Context: an optimization exercise on an open-source flow, tuned for small area, a short achievable clock period and few clock cycles per item. The choices shown serve that exercise and are no tape-out recipe.
Where RTL was checked, it was by simulation tests only, not by an equivalence proof against the original.

==> module crc_generator, before the edit <==
module crc_generator(
input clk,reset,
input s_axis_input_tvalid,
output logic s_axis_input_tready,
input [7:0]s_axis_input_tdata,
input s_axis_input_tlast,
output logic m_axis_output_tvalid,
input  m_axis_output_tready,
output logic [7:0]m_axis_output_tdata,
output logic m_axis_output_tlast
    );
logic [23:0] crc;
logic [1:0]  emit_cnt;       
wire o_free  = ~m_axis_output_tvalid | m_axis_output_tready;
wire ld_crc  = (emit_cnt != 2'd0);
assign s_axis_input_tready = o_free & ~ld_crc;
wire ld_in   = s_axis_input_tvalid & s_axis_input_tready;
wire o_load  = ld_in | (o_free & ld_crc);
wire [7:0] o_byte = ld_crc ? crc[23:16] : s_axis_input_tdata;
wire [23:0] crc_next = crc24_d8(crc, o_byte);
function [23:0] crc24_d8(input [23:0] c, input [7:0] d);
    integer k;
    reg [23:0] r;
    begin
        r = c;
        for (k = 7; k >= 0; k = k - 1)
            r = {r[22:0], 1'b0} ^ ((d[k] ^ r[23]) ? 24'h864CFB : 24'h0);
        crc24_d8 = r;
    end
endfunction
always @(posedge clk) begin
    if (reset) begin
        crc <= 24'h0;
        emit_cnt <= 2'd0;
        m_axis_output_tvalid <= 1'b0;
    end else begin
        if (o_load)
            crc <= crc_next;
        if (ld_in & s_axis_input_tlast)
            emit_cnt <= 2'd3;
        else if (o_free & ld_crc)
            emit_cnt <= emit_cnt - 2'd1;
        if (o_free)
            m_axis_output_tvalid <= o_load;
    end
end
always @(posedge clk) begin
    if (o_load) begin
        m_axis_output_tdata <= o_byte;
        m_axis_output_tlast <= ld_crc & (emit_cnt == 2'd1);
    end
end
endmodule
clock: 5.5 ns
lec_check: 0
cap_margin: 20
core_margin: 2
core_utilization: 50
slew_margin: 20
run.sh (not shown) runs the stock make flow with config.mk's settings and CLKGATE_MAP_FILE= SYNTH_SCRIPT=/design/flow/synth_recipe.tcl, a recipe that flattens the netlist after the stock synthesis.
Testbench counts at the start, summed over its fixed seeds: cycles 15,304, blocks 64.
Edit:
==> flow/design.v (replaced) <==
`timescale 1ns / 1ps
module crc_generator(
input clk,reset,
input s_axis_input_tvalid,
output logic s_axis_input_tready,
input [7:0]s_axis_input_tdata,
input s_axis_input_tlast,
output logic m_axis_output_tvalid,
input  m_axis_output_tready,
output logic [7:0]m_axis_output_tdata,
output logic m_axis_output_tlast
    );
logic [23:0] crc;
logic [1:0]  emit_cnt;       
logic        emit;           
wire o_free  = ~m_axis_output_tvalid | m_axis_output_tready;
assign s_axis_input_tready = o_free & ~emit;
wire ld_in   = s_axis_input_tvalid & s_axis_input_tready;
wire o_load  = o_free & (s_axis_input_tvalid | emit);
wire [23:0] crc_next = crc24_d8(crc, m_axis_output_tdata);
function [23:0] crc24_d8(input [23:0] c, input [7:0] d);
    integer k;
    reg [23:0] r;
    begin
        r = c;
        for (k = 7; k >= 0; k = k - 1)
            r = {r[22:0], 1'b0} ^ ((d[k] ^ r[23]) ? 24'h864CFB : 24'h0);
        crc24_d8 = r;
    end
endfunction
wire [1:0] emit_cnt_n = (ld_in & s_axis_input_tlast) ? 2'd3 :
                        (o_free & emit) ? emit_cnt - 2'd1 : emit_cnt;
always @(posedge clk) begin
    if (reset) begin
        crc <= 24'h0;
        m_axis_output_tdata <= 8'h0;
        emit_cnt <= 2'd0;
        emit <= 1'b0;
        m_axis_output_tvalid <= 1'b0;
    end else begin
        if (o_load) begin
            crc <= crc_next;
            m_axis_output_tdata <= emit ? crc_next[23:16] : s_axis_input_tdata;
        end
        emit_cnt <= emit_cnt_n;
        emit <= (emit_cnt_n != 2'd0);
        if (o_free)
            m_axis_output_tvalid <= o_load;
    end
end
always @(posedge clk) begin
    if (o_load)
        m_axis_output_tlast <= emit & (emit_cnt == 2'd1);
end
endmodule
After rerunning: The changed run finished clean; non-clock buffer count does not change; final cell count goes up by 4.3%; clock-buffer cell count goes down by 2; utilization goes up by 1.5 points; routed wire length goes up by 1.4%; synthesized cell count goes up by 6.3%.
No functional check of the RTL was part of the second run of this note.


old:
crc_generator, a different RTL version from the one above (not shown whole).
Size in the first run: ~47 flip-flops, roughly 24 I/O pins, roughly 2500 µm² of cells after synthesis.
==> module crc_generator, before the edit <==
module crc_generator(
input clk,reset,
input s_axis_input_tvalid,
output logic s_axis_input_tready,
input [7:0]s_axis_input_tdata,
input s_axis_input_tlast,
output logic m_axis_output_tvalid,
input  m_axis_output_tready,
output logic [7:0]m_axis_output_tdata,
output logic m_axis_output_tlast
    );
logic [23:0] crc;
logic [7:0]  skid_data;
logic        skid_valid;
logic [1:0]  emit_cnt;       
logic        emit;           
wire s_fire  = s_axis_input_tvalid & s_axis_input_tready;
wire o_free  = ~m_axis_output_tvalid | m_axis_output_tready;
wire ld_crc  = emit & ~skid_valid;
wire o_load  = o_free & (skid_valid | emit | s_axis_input_tvalid);
wire skid_take = s_fire & (skid_valid | emit | ~o_free);
wire [23:0] crc_next = crc24_d8(crc, m_axis_output_tdata);
function [23:0] crc24_d8(input [23:0] c, input [7:0] d);
    integer k;
    reg [23:0] r;
    begin
        r = c;
        for (k = 7; k >= 0; k = k - 1)
            r = {r[22:0], 1'b0} ^ ((d[k] ^ r[23]) ? 24'h864CFB : 24'h0);
        crc24_d8 = r;
    end
endfunction
wire [1:0] emit_cnt_n = (s_fire & s_axis_input_tlast) ? 2'd3 :
                        (o_free & ld_crc) ? emit_cnt - 2'd1 : emit_cnt;
wire       skid_valid_n = skid_take | (skid_valid & ~o_free);
always @(posedge clk) begin
    if (reset) begin
        crc <= 24'h0;
        m_axis_output_tdata <= 8'h0;
        skid_valid <= 1'b0;
        emit_cnt <= 2'd0;
        emit <= 1'b0;
        m_axis_output_tvalid <= 1'b0;
        s_axis_input_tready <= 1'b1;
    end else begin
        if (o_load) begin
            crc <= crc_next;
            m_axis_output_tdata <= skid_valid ? skid_data :
                                   emit ? crc_next[23:16] : s_axis_input_tdata;
        end
        skid_valid <= skid_valid_n;
        emit_cnt <= emit_cnt_n;
        emit <= (emit_cnt_n != 2'd0);
        if (o_free)
            m_axis_output_tvalid <= o_load;
        s_axis_input_tready <= ~skid_valid_n & (emit_cnt_n == 2'd0);
    end
end
always @(posedge clk) begin
    if (o_load)
        m_axis_output_tlast <= ld_crc & (emit_cnt == 2'd1);
    if (skid_take)
        skid_data <= s_axis_input_tdata;
end
endmodule
clock: 5.5 ns
lec_check: 0
cap_margin: 20
core_margin: 2
core_utilization: 50
setup_slack_margin: 3.0
slew_margin: 20
Testbench counts of old, summed over its fixed seeds: cycles 15,304, blocks 64.
Changes in new relative to old:
==> flow/design.v <==
`timescale 1ns / 1ps
module crc_generator(
input clk,reset,
input s_axis_input_tvalid,
output logic s_axis_input_tready,
input [7:0]s_axis_input_tdata,
input s_axis_input_tlast,
output logic m_axis_output_tvalid,
input  m_axis_output_tready,
output logic [7:0]m_axis_output_tdata,
output logic m_axis_output_tlast
    );
logic [23:0] crc;
logic [1:0]  emit_cnt;       
wire o_free  = ~m_axis_output_tvalid | m_axis_output_tready;
wire ld_crc  = (emit_cnt != 2'd0);
assign s_axis_input_tready = o_free & ~ld_crc;
wire ld_in   = s_axis_input_tvalid & s_axis_input_tready;
wire o_load  = ld_in | (o_free & ld_crc);
wire [7:0] o_byte = ld_crc ? crc[23:16] : s_axis_input_tdata;
wire [23:0] crc_next = crc24_d8(crc, o_byte);
function [23:0] crc24_d8(input [23:0] c, input [7:0] d);
    integer k;
    reg [23:0] r;
    begin
        r = c;
        for (k = 7; k >= 0; k = k - 1)
            r = {r[22:0], 1'b0} ^ ((d[k] ^ r[23]) ? 24'h864CFB : 24'h0);
        crc24_d8 = r;
    end
endfunction
always @(posedge clk) begin
    if (reset) begin
        crc <= 24'h0;
        emit_cnt <= 2'd0;
        m_axis_output_tvalid <= 1'b0;
    end else begin
        if (o_load)
            crc <= crc_next;
        if (ld_in & s_axis_input_tlast)
            emit_cnt <= 2'd3;
        else if (o_free & ld_crc)
            emit_cnt <= emit_cnt - 2'd1;
        if (o_free)
            m_axis_output_tvalid <= o_load;
    end
end
always @(posedge clk) begin
    if (o_load) begin
        m_axis_output_tdata <= o_byte;
        m_axis_output_tlast <= ld_crc & (emit_cnt == 2'd1);
    end
end
endmodule
Findings:
new vs. old: arrival time reported for the critical path endpoint grew by 0.28 ns; worst setup slack after placement shrank by 0.033 ns; synthesized area shrank by 18%; register clock-pin slew on the reported worst setup and hold paths held steady; layout overhead on the synthesized area grew by 27 points. Of new and old, it is new that has the higher critical path depth. new vs old — sequential cell count dropped by more than 10%. The proportion of synthesized area in mux cells in new was higher than what old gave. new supports a lower top clock frequency than old. Ratio of final minimum period to clock period, new and old: larger value in new.
Testbench counts of new, summed over its fixed seeds: cycles 15,304, blocks 64.

==> static timing again, ports no longer ideal <==
The flow's constraints put no driver on any port. The routed layouts listed below were extracted and timed again, unchanged, in two steps. Step 1 (the two cells are an assumption about what drives the block):
set clk [get_ports {clk}]
set_driving_cell -lib_cell sky130_fd_sc_hd__clkbuf_16 $clk
set_driving_cell -lib_cell sky130_fd_sc_hd__buf_2 [delete_from_list [all_inputs] $clk]
Step 2, shift: input delay + t, output delay - t, t = (earliest + latest rising clock arrival at the registers) / 2. This alone moves slack from input paths to output paths. a / b / c = no drivers / after step 1 / after step 2; a / b = the first two.
| run | t, ns | setup slack, ns | hold WS [ns] | slew at the worst register clock pin (ns) |
|---|---|---|---|---|
| the first run of note 1 | 0.312 | 2.014 / 2.016 / 1.704 | 0.475 / 0.475 / 0.475 | 0.07 / 0.07 |
| the second run of note 1 | 0.315 | 1.796 / 1.767 / 1.767 | 0.462 / 0.462 / 0.462 | 0.08 / 0.08 |
| old | 0.323 | 3.044 / 3.039 / 2.723 | 0.468 / 0.468 / 0.468 | 0.09 / 0.09 |
| new | 0.318 | 2.750 / 2.736 / 2.418 | 0.470 / 0.470 / 0.470 | 0.08 / 0.08 |
After both steps setup and hold are still met in every run listed. The setup slack of new, which loses most, moves by -0.014 ns with the drivers and by -0.332 ns with both steps.
